Source: an optimization exercise on an open RTL-to-GDS flow (aim: small area). Production flows keep margins and buffers that such runs may drop.
The RTL was checked by simulation tests, not by an equivalence proof against the original design.
Power and IR drop assume default switching activity.

## top
module top (
	input clk, reset,
	input [8:0] switches,
	input fkey,
	input bkey,
	output [11:0] rgb,
	output [7:0] sevseg0, sevseg1, sevseg2,
	output hsync, vsync
	);
Settings: LEC_CHECK=0, ABC_AREA=1, CAP_MARGIN=0, CORE_MARGIN=2, CORE_UTILIZATION=40, SLEW_MARGIN=0; clock period 20.0 ns.
standard.sh (not shown) runs the stock make flow with config.mk's settings and CLKGATE_MAP_FILE= SYNTH_SCRIPT=/design/flow/synth_recipe.tcl, a recipe that flattens the netlist after the stock synthesis.
==> flow/flow/run.sh <==
#!/bin/bash
# Layout flow: the standard synthesis, then the combinational logic between the
# registers is re-optimised and re-mapped for area with ABC (registers, their names
# and cells are kept as the standard synthesis made them; several ABC seeds are
# tried and the smallest result is kept), then the standard ORFS steps from
# floorplan to finish, with the port buffers made of the smallest buffer and a
# small clock tree.
set -euo pipefail
HERE=$(pwd)
export BUFFER_PORTS_ARGS="-buffer_cell sky130_fd_sc_hd__buf_1"
export CTS_ARGS="-buf_list sky130_fd_sc_hd__clkbuf_4 -root_buf sky130_fd_sc_hd__clkbuf_8 -sink_clustering_enable -sink_clustering_size 12 -sink_clustering_max_diameter 60 -dont_use_dummy_load -repair_clock_nets"

bash standard.sh synth > log_synth.txt 2>&1

RES=$HERE/orfs/results/$FLOW_PLATFORM/top/base
LIB=$FLOW_HOME/platforms/sky130hd/lib/sky130_fd_sc_hd__tt_025C_1v80.lib
cp $RES/1_2_yosys.v $HERE/std_synth.v
DONT=$(grep -o "cell *( *\"\?sky130_fd_sc_hd__[a-z0-9_]*" $LIB | grep -o "sky130_fd_sc_hd__[a-z0-9_]*" | grep -E "probe|lpflow|clkdly|dlygate|dlymetal|clkbuf|clkinv|einv|ebuf|sparecell|__fa_|__ha_|__fah" | sed "s/^/-dont_use /" | tr "\n" " ")

remap() {
  local S=$1
  local SEED=${S%_*} MAP=${S#*_}
  if [ "$MAP" = m ]; then MAPCMD="amap -m"; else MAPCMD="amap"; fi
  sed -e "s/SEED/$SEED/" -e "s/MAPCMD/$MAPCMD/" $HERE/flow/remap.abc > $HERE/remap_$S.abc
  cat > remap_$S.ys <<EOT
read_liberty -ignore_miss_func $LIB
setattr -mod -set blackbox 1 sky130_fd_sc_hd__df* sky130_fd_sc_hd__conb*
read_verilog $HERE/std_synth.v
hierarchy -top $FLOW_TOP
flatten
opt_clean -purge
tee -o $HERE/stat_before.txt stat -liberty $LIB
abc -liberty $LIB $DONT -script $HERE/remap_$S.abc
opt_clean -purge
write_verilog -noattr $HERE/remap_raw_$S.v
design -reset
read_liberty -lib $LIB
read_verilog $HERE/remap_raw_$S.v
hierarchy -top $FLOW_TOP
check -assert
splitnets
opt_clean -purge
hilomap -hicell sky130_fd_sc_hd__conb_1 HI -locell sky130_fd_sc_hd__conb_1 LO
insbuf -buf sky130_fd_sc_hd__buf_1 A X
opt_clean -purge
check -assert -mapped
tee -o $HERE/stat_after_$S.txt stat -liberty $LIB
write_verilog -noattr -noexpr -nohex -nodec $HERE/remapped_$S.v
EOT
  yosys remap_$S.ys > log_remap_$S.txt 2>&1 || true
}

SEEDS="0_a 0_m 1_a 1_m 2_a 2_m 3_a 3_m 4_a 4_m 5_a 5_m 6_a 6_m 7_a 7_m"
for S in $SEEDS; do
  remap $S &
  while [ $(jobs -r | wc -l) -ge 4 ]; do sleep 1; done
done
wait

# candidates from smallest to largest; keep the first that is proven equivalent
# to the standard netlist (registers matched by name; the combinational cells'
# own names are hidden so that only ports and registers are matched)
for S in $SEEDS; do
  [ -f $HERE/remapped_$S.v ] || continue
  A=$(grep "Chip area" $HERE/stat_after_$S.txt | awk '{print $NF}')
  echo "$A $S"
done | sort -n > $HERE/remap_areas.txt
BEST=""
while read A S; do
  cat > equiv_$S.ys <<EOT
read_liberty -ignore_miss_func $LIB
read_verilog $HERE/std_synth.v
rename $FLOW_TOP gold
read_verilog $HERE/remapped_$S.v
rename $FLOW_TOP gate
hierarchy -check
rename -hide gold/w:_* gate/w:_*
rename -hide gold/c:_* gate/c:_*
flatten
opt_clean
async2sync
equiv_make gold gate eq
hierarchy -top eq
equiv_simple -undef
equiv_induct -undef
equiv_status -assert
EOT
  if yosys equiv_$S.ys < /dev/null > log_equiv_$S.txt 2>&1; then BEST=$S; break; fi
done < $HERE/remap_areas.txt
if [ -n "$BEST" ]; then
  echo "chosen $BEST" >> $HERE/remap_areas.txt
  cp $HERE/remapped_$BEST.v $HERE/remapped.v
else
  echo "no candidate proven, keeping the standard netlist" >> $HERE/remap_areas.txt
  cp $HERE/std_synth.v $HERE/remapped.v
fi

cp $HERE/remapped.v $RES/1_2_yosys.v
rm -f $RES/1_synth.odb $RES/1_synth.sdc
bash standard.sh finish > log_finish.txt 2>&1
==> flow/flow/remap.abc <==
strash
&get -n
&deepsyn -T 30 -S SEED
&put
dch
MAPCMD
topo
Change:
--- a/flow/flow/run.sh
+++ b/flow/flow/run.sh
@@ -9,5 +9,5 @@
 HERE=$(pwd)
 export BUFFER_PORTS_ARGS="-buffer_cell sky130_fd_sc_hd__buf_1"
-export CTS_ARGS="-buf_list sky130_fd_sc_hd__clkbuf_4 -root_buf sky130_fd_sc_hd__clkbuf_8 -sink_clustering_enable -sink_clustering_size 12 -sink_clustering_max_diameter 60 -dont_use_dummy_load -repair_clock_nets"
+export CTS_ARGS="-buf_list sky130_fd_sc_hd__clkbuf_4 -root_buf sky130_fd_sc_hd__clkbuf_4 -sink_clustering_enable -sink_clustering_size 10 -sink_clustering_max_diameter 30 -dont_use_dummy_load -repair_clock_nets"
 
 bash standard.sh synth > log_synth.txt 2>&1
Result: The new run completed without violations; non-clock buffer count falls by 1; final cell count hardly moves; first-iteration DRC count grows by 39%; synthesized area stays flat; wire length decreases by 0.38%; worst hold slack is better by 0.037 ns; sequential cell count does not change.
Change:
--- a/flow/flow/run.sh
+++ b/flow/flow/run.sh
@@ -9,5 +9,5 @@
 HERE=$(pwd)
 export BUFFER_PORTS_ARGS="-buffer_cell sky130_fd_sc_hd__buf_1"
-export CTS_ARGS="-buf_list sky130_fd_sc_hd__clkbuf_4 -root_buf sky130_fd_sc_hd__clkbuf_4 -sink_clustering_enable -sink_clustering_size 10 -sink_clustering_max_diameter 30 -dont_use_dummy_load -repair_clock_nets"
+export CTS_ARGS="-buf_list sky130_fd_sc_hd__clkbuf_4 -root_buf sky130_fd_sc_hd__clkbuf_4 -sink_clustering_enable -sink_clustering_size 12 -sink_clustering_max_diameter 60 -dont_use_dummy_load -repair_clock_nets"
 
 bash standard.sh synth > log_synth.txt 2>&1
@@ -20,7 +20,5 @@
 remap() {
   local S=$1
-  local SEED=${S%_*} MAP=${S#*_}
-  if [ "$MAP" = m ]; then MAPCMD="amap -m"; else MAPCMD="amap"; fi
-  sed -e "s/SEED/$SEED/" -e "s/MAPCMD/$MAPCMD/" $HERE/flow/remap.abc > $HERE/remap_$S.abc
+  sed "s/SEED/$S/" $HERE/flow/remap.abc > $HERE/remap_$S.abc
   cat > remap_$S.ys <<EOT
 read_liberty -ignore_miss_func $LIB
@@ -51,5 +49,5 @@
 }
 
-SEEDS="0_a 0_m 1_a 1_m 2_a 2_m 3_a 3_m 4_a 4_m 5_a 5_m 6_a 6_m 7_a 7_m"
+SEEDS="0 1 2 3 4 5 6 7"
 for S in $SEEDS; do
   remap $S &
@@ -58,23 +56,22 @@
 wait
 
-# candidates from smallest to largest; keep the first that is proven equivalent
-# to the standard netlist (registers matched by name; the combinational cells'
-# own names are hidden so that only ports and registers are matched)
+BEST=""; BESTA=""
 for S in $SEEDS; do
   [ -f $HERE/remapped_$S.v ] || continue
   A=$(grep "Chip area" $HERE/stat_after_$S.txt | awk '{print $NF}')
-  echo "$A $S"
-done | sort -n > $HERE/remap_areas.txt
-BEST=""
-while read A S; do
-  cat > equiv_$S.ys <<EOT
+  echo "seed $S area $A" >> $HERE/remap_areas.txt
+  if [ -z "$BEST" ] || awk -v a=$A -v b=$BESTA 'BEGIN{exit !(a<b)}'; then BEST=$S; BESTA=$A; fi
+done
+echo "best seed $BEST area $BESTA" >> $HERE/remap_areas.txt
+cp $HERE/remapped_$BEST.v $HERE/remapped.v
+
+# equivalence of the re-mapped netlist with the standard one (registers matched by name)
+cat > equiv.ys <<EOT
 read_liberty -ignore_miss_func $LIB
 read_verilog $HERE/std_synth.v
 rename $FLOW_TOP gold
-read_verilog $HERE/remapped_$S.v
+read_verilog $HERE/remapped.v
 rename $FLOW_TOP gate
 hierarchy -check
-rename -hide gold/w:_* gate/w:_*
-rename -hide gold/c:_* gate/c:_*
 flatten
 opt_clean
@@ -86,13 +83,5 @@
 equiv_status -assert
 EOT
-  if yosys equiv_$S.ys < /dev/null > log_equiv_$S.txt 2>&1; then BEST=$S; break; fi
-done < $HERE/remap_areas.txt
-if [ -n "$BEST" ]; then
-  echo "chosen $BEST" >> $HERE/remap_areas.txt
-  cp $HERE/remapped_$BEST.v $HERE/remapped.v
-else
-  echo "no candidate proven, keeping the standard netlist" >> $HERE/remap_areas.txt
-  cp $HERE/std_synth.v $HERE/remapped.v
-fi
+yosys equiv.ys > log_equiv.txt 2>&1
 
 cp $HERE/remapped.v $RES/1_2_yosys.v
==> flow/flow/remap.abc (replaced) <==
strash
&get -n
&deepsyn -T 30 -S SEED
&put
dch
amap
topo
CAP_MARGIN = 20   (was 0)
SLEW_MARGIN = 20   (was 0)
After rerunning: Worst hold slack degrades by 0.027 ns; sequential power barely changes; cell count went up by 1.5%; synthesized cell count went up by 1.7%; clock skew barely changes; via count barely changes; utilization went up by 0.40 points; register-to-register slack degrades by 0.12 ns; die area stays flat.
Change:
==> flow/flow/run.sh (replaced) <==
#!/bin/bash
# Layout flow: the standard synthesis, then the combinational logic between the
# registers is re-optimised and re-mapped for area with ABC (registers, their names
# and cells are kept as the standard synthesis made them), then the standard ORFS
# steps from floorplan to finish, with the port buffers made of the smallest buffer.
set -euo pipefail
HERE=$(pwd)
export BUFFER_PORTS_ARGS="-buffer_cell sky130_fd_sc_hd__buf_1"
export CTS_ARGS="-buf_list {sky130_fd_sc_hd__clkbuf_2 sky130_fd_sc_hd__clkbuf_4} -root_buf sky130_fd_sc_hd__clkbuf_4 -sink_clustering_enable -sink_clustering_size 8 -sink_clustering_max_diameter 40 -dont_use_dummy_load -repair_clock_nets"

bash standard.sh synth > log_synth.txt 2>&1

RES=$HERE/orfs/results/$FLOW_PLATFORM/top/base
LIB=$FLOW_HOME/platforms/sky130hd/lib/sky130_fd_sc_hd__tt_025C_1v80.lib
cp $RES/1_2_yosys.v $HERE/std_synth.v
DONT=$(grep -o "cell *( *\"\?sky130_fd_sc_hd__[a-z0-9_]*" $LIB | grep -o "sky130_fd_sc_hd__[a-z0-9_]*" | grep -E "probe|lpflow|clkdly|dlygate|dlymetal|clkbuf|clkinv|einv|ebuf|sparecell|__fa_|__ha_|__fah" | sed "s/^/-dont_use /" | tr "\n" " ")
cat > remap.ys <<EOT
read_liberty -ignore_miss_func $LIB
setattr -mod -set blackbox 1 sky130_fd_sc_hd__df* sky130_fd_sc_hd__conb*
read_verilog $HERE/std_synth.v
hierarchy -top $FLOW_TOP
flatten
opt_clean -purge
tee -o $HERE/stat_before.txt stat -liberty $LIB
abc -liberty $LIB $DONT -script $HERE/flow/remap.abc
opt_clean -purge
write_verilog -noattr $HERE/remap_raw.v
design -reset
read_liberty -lib $LIB
read_verilog $HERE/remap_raw.v
hierarchy -top $FLOW_TOP
check -assert
splitnets
opt_clean -purge
hilomap -hicell sky130_fd_sc_hd__conb_1 HI -locell sky130_fd_sc_hd__conb_1 LO
insbuf -buf sky130_fd_sc_hd__buf_1 A X
opt_clean -purge
check -assert -mapped
tee -o $HERE/stat_after.txt stat -liberty $LIB
write_verilog -noattr -noexpr -nohex -nodec $HERE/remapped.v
EOT
yosys remap.ys > log_remap.txt 2>&1

# equivalence of the re-mapped netlist with the standard one (registers matched by name)
cat > equiv.ys <<EOT
read_liberty -ignore_miss_func $LIB
read_verilog $HERE/std_synth.v
rename $FLOW_TOP gold
read_verilog $HERE/remapped.v
rename $FLOW_TOP gate
hierarchy -check
flatten
opt_clean
async2sync
equiv_make gold gate eq
hierarchy -top eq
equiv_simple -undef
equiv_induct -undef
equiv_status -assert
EOT
yosys equiv.ys > log_equiv.txt 2>&1

cp $HERE/remapped.v $RES/1_2_yosys.v
rm -f $RES/1_synth.odb $RES/1_synth.sdc
bash standard.sh finish > log_finish.txt 2>&1
==> flow/flow/remap.abc (replaced) <==
strash
&get -n
&deepsyn -T 30
&put
dch
amap
topo
Final cell count is lower by 0.62%.
Core utilization decreases by 0.23 points.
Clock-buffer cell count stays the same.
Design area hardly moves.
Power rises by 10%.
Synthesized cell count decreases by 0.55%.
Maximum frequency hardly moves.
Via count came out higher by 0.89%.
Setup slack improves by 0.0071 ns.
Worst hold slack loses 0.0044 ns.

==> separate check: timing with driven ports <==
In the flow no input, the clock included, has a driving cell. The finished layouts below were timed again as built, in two steps.
Step 1, drivers: a clkbuf_16 drives clk and a buf_2 each remaining input, both assumed.
Step 2 moves the port delays by t, midway between the first and last clock arrival at a register: inputs arrive t later, outputs are due t later. That takes back most of the time a late clock gives input paths.
Three values: ideal ports, drivers, drivers and shift; two values: the first two.
| run | t, ns | setup slack, ns | latest minus earliest clock arrival (ns) | worst data-port slew with drivers (ns) | cell pins on the clock port's net |
|---|---|---|---|---|---|
| the first run | 0.310 | 10.954 / 10.934 / 10.934 | 0.013 / 0.013 | 0.03 | 1 |
| the second run | 0.371 | 11.058 / 11.036 / 11.036 | 0.028 / 0.029 | 0.04 | 1 |
| the third run | 0.351 | 10.872 / 10.847 / 10.847 | 0.028 / 0.028 | 0.04 | 1 |
| the fourth run | 0.350 | 10.879 / 10.858 / 10.858 | 0.013 / 0.012 | 0.03 | 1 |
After both steps every run listed still meets setup and hold. For the third run, which loses most, drivers alone change the setup slack by -0.025 ns; drivers and shift together by -0.025 ns.
